From an optimization exercise on the open Yosys and OpenROAD flow, aimed at small area; shortcuts taken in it are not production practice.

v6:
==> flow/design.v (excerpt) <==
module current_filter (pClk, pRst, pFilterIn, pFilterOut);
  input         pClk;
  input         pRst;
  input  [15:0] pFilterIn;
  output [15:0] pFilterOut;
  reg [15:0] r1;
  reg [15:0] r2;
  reg [15:0] r3;
  reg [15:0] r4;
  reg [15:0] r5;
  reg [15:0] r6;
  reg [15:0] r7;
  reg [15:0] r8;
  reg [15:0] r9;
  reg [15:0] r10;
  reg [15:0] r11;
  reg [15:0] r12;
  reg [15:0] r13;
  reg [15:0] r14;
  reg [15:0] r15;
  reg [15:0] r16;
  reg [15:0] r17;
  reg [15:0] r18;
  reg [15:0] r19;
  reg [15:0] r20;
  reg [15:0] r21;
  reg [15:0] r22;
  reg [15:0] r23;
  wire s1, c2;
  wire s3, c4;
  wire s5, c6;
  wire s7, c8;
  wire s9, c10;
  wire s11, c12;
  wire s13, c14;
  wire s15, c16;
  wire s17, c18;
  wire s19, c20;
  wire s21, c22;
  wire s23, c24;
  wire s25, c26;
  wire s27, c28;
  wire s29, c30;
  wire s31, c32;
  wire s33, c34;
  wire s35, c36;
  wire s37, c38;
  wire s39, c40;
  wire s41, c42;
  wire s43, c44;
  wire s45, c46;
  wire s47, c48;
  wire s49, c50;
  wire s51, c52;
  wire s53, c54;
  wire s55, c56;
  wire s57, c58;
  wire s59, c60;
  wire s61, c62;
  wire s63, c64;
  wire s65, c66;
  wire s67, c68;
  wire s69, c70;
  wire s71, c72;
  wire s73, c74;
  wire s75, c76;
  wire s77, c78;
  wire s79, c80;
  ...
Size: roughly 460 flip-flops, ~34 I/O pins.
Settings: LEC_CHECK=0, CAP_MARGIN=20, CORE_MARGIN=2, CORE_UTILIZATION=40, CTS_BUF_LIST=sky130_fd_sc_hd__clkbuf_4 sky130_fd_sc_hd__clkbuf_8, CTS_CLUSTER_DIAMETER=50, CTS_CLUSTER_SIZE=20, SLEW_MARGIN=20, SYNTH_HIERARCHICAL=1; clock period 7.5 ns.
run.sh (not shown) runs the stock make flow with config.mk's settings and CLKGATE_MAP_FILE= SYNTH_SCRIPT=/design/flow/synth_recipe.tcl, a recipe that flattens the netlist after the stock synthesis.
Input-level comparison between v7 and v6:
--- a/flow/config.mk
+++ b/flow/config.mk
@@ -10,5 +10,3 @@
 export CORE_UTILIZATION = 40
-export CTS_BUF_LIST = sky130_fd_sc_hd__clkbuf_4 sky130_fd_sc_hd__clkbuf_8
-export CTS_CLUSTER_DIAMETER = 50
-export CTS_CLUSTER_SIZE = 20
+export CTS_BUF_LIST = sky130_fd_sc_hd__clkbuf_8
 export SLEW_MARGIN = 20
## What came out
Comparing v6 with v7, the share of the clock period used by the worst path after layout came out essentially unchanged.
Relative to v6, the area added between synthesis and finish of v7 is higher by 1.6 points.
As of v7, number of clock buffer instances in the layout had risen by more than half compared to v6.
No run of this note included a check of the RTL's function; only the layout flow was run.

== job 101 ==
Another version of the RTL of current_filter (not shown whole).
Size: ~460 flip-flops, about 24000 um^2 of cells after synthesis.
Design current_filter, start of the top module:
module current_filter (pClk, pRst, pFilterIn, pFilterOut);
  input         pClk;
  input         pRst;
  input  [15:0] pFilterIn;
  output [15:0] pFilterOut;
  reg [15:0] r1;
  reg [15:0] r2;
  reg [15:0] r3;
  reg [15:0] r4;
  reg [15:0] r5;
  reg [15:0] r6;
  reg [15:0] r7;
  reg [15:0] r8;
  reg [15:0] r9;
  reg [15:0] r10;
  reg [15:0] r11;
  reg [15:0] r12;
  reg [15:0] r13;
  reg [15:0] r14;
  reg [15:0] r15;
  reg [15:0] r16;
  reg [15:0] r17;
  reg [15:0] r18;
  reg [15:0] r19;
  reg [15:0] r20;
  reg [15:0] r21;
  reg [15:0] r22;
  reg [15:0] r23;
  wire s1, c2;
  wire s3, c4;
  wire s5, c6;
  wire s7, c8;
  wire s9, c10;
  wire s11, c12;
  wire s13, c14;
  wire s15, c16;
  wire s17, c18;
  wire s19, c20;
  wire s21, c22;
  wire s23, c24;
  wire s25, c26;
  wire s27, c28;
  wire s29, c30;
  wire s31, c32;
  wire s33, c34;
  wire s35, c36;
  wire s37, c38;
  wire s39, c40;
  wire s41, c42;
  wire s43, c44;
  wire s45, c46;
  wire s47, c48;
  wire s49, c50;
  wire s51, c52;
  wire s53, c54;
  wire s55, c56;
  wire s57, c58;
  wire s59, c60;
  wire s61, c62;
  wire s63, c64;
  wire s65, c66;
  wire s67, c68;
  ...
Settings: LEC_CHECK=0, CAP_MARGIN=20, CORE_MARGIN=2, CORE_UTILIZATION=80, CTS_BUF_LIST=sky130_fd_sc_hd__clkbuf_16, CTS_CLUSTER_DIAMETER=60, CTS_CLUSTER_SIZE=32, SLEW_MARGIN=20, SYNTH_HIERARCHICAL=1; clock period 7.5 ns.
diff inputs: job 101 => job 102
Settings: CTS_BUF_LIST now sky130_fd_sc_hd__clkbuf_8, was sky130_fd_sc_hd__clkbuf_16; CTS_CLUSTER_SIZE now 24, was 32; CTS_CLUSTER_DIAMETER now 45, was 60.
Findings:
The synthesized cell count of job 102 and that of job 101 are within noise of each other.
For the worst setup slack, job 102 came in 51 ps higher than job 101 did.
Final routed wirelength across all metal layers | job 102 below job 101
Delta (job 102 minus job 101): final cell count rose about 1.1%, worst hold slack dropped 17 ps, fmax +1.3 MHz.
Re data arrival time of the critical path: job 101 was higher than job 102.
Total number of tap cells: job 102 vs job 101 identical
No run of this note included a check of the RTL's function; only the layout flow was run.

-- afterwards: timing with drivers on the ports --
The flow's constraints put no driver on any port. The routed layouts listed below were extracted and timed again, unchanged, in two steps.
Step 1: set_driving_cell puts a clkbuf_16 on pClk and a buf_2 on each other input, an assumption about the parent block.
Step 2, shift: input delay + t, output delay - t, t = (earliest + latest rising clock arrival at the registers) / 2. This alone moves slack from input paths to output paths.
Three values: ideal, step 1, step 2; two values: the first two.
| run | t (ns) | slack for setup (ns) | slew at the worst register clock pin (ns) |
|---|---|---|---|
| v6 | 0.715 | 0.763 / 0.763 / 0.763 | 0.12 / 0.12 |
| v7 | 0.703 | 0.762 / 0.762 / 0.762 | 0.07 / 0.07 |
| job 101 | 0.639 | 1.115 / 1.115 / 1.047 | 0.11 / 0.11 |
| job 102 | 0.627 | 1.166 / 1.166 / 1.124 | 0.13 / 0.13 |
After both steps every run listed still meets setup and hold. For job 101, which loses most, drivers alone change the setup slack by 0.000 ns; drivers and shift together by -0.068 ns.
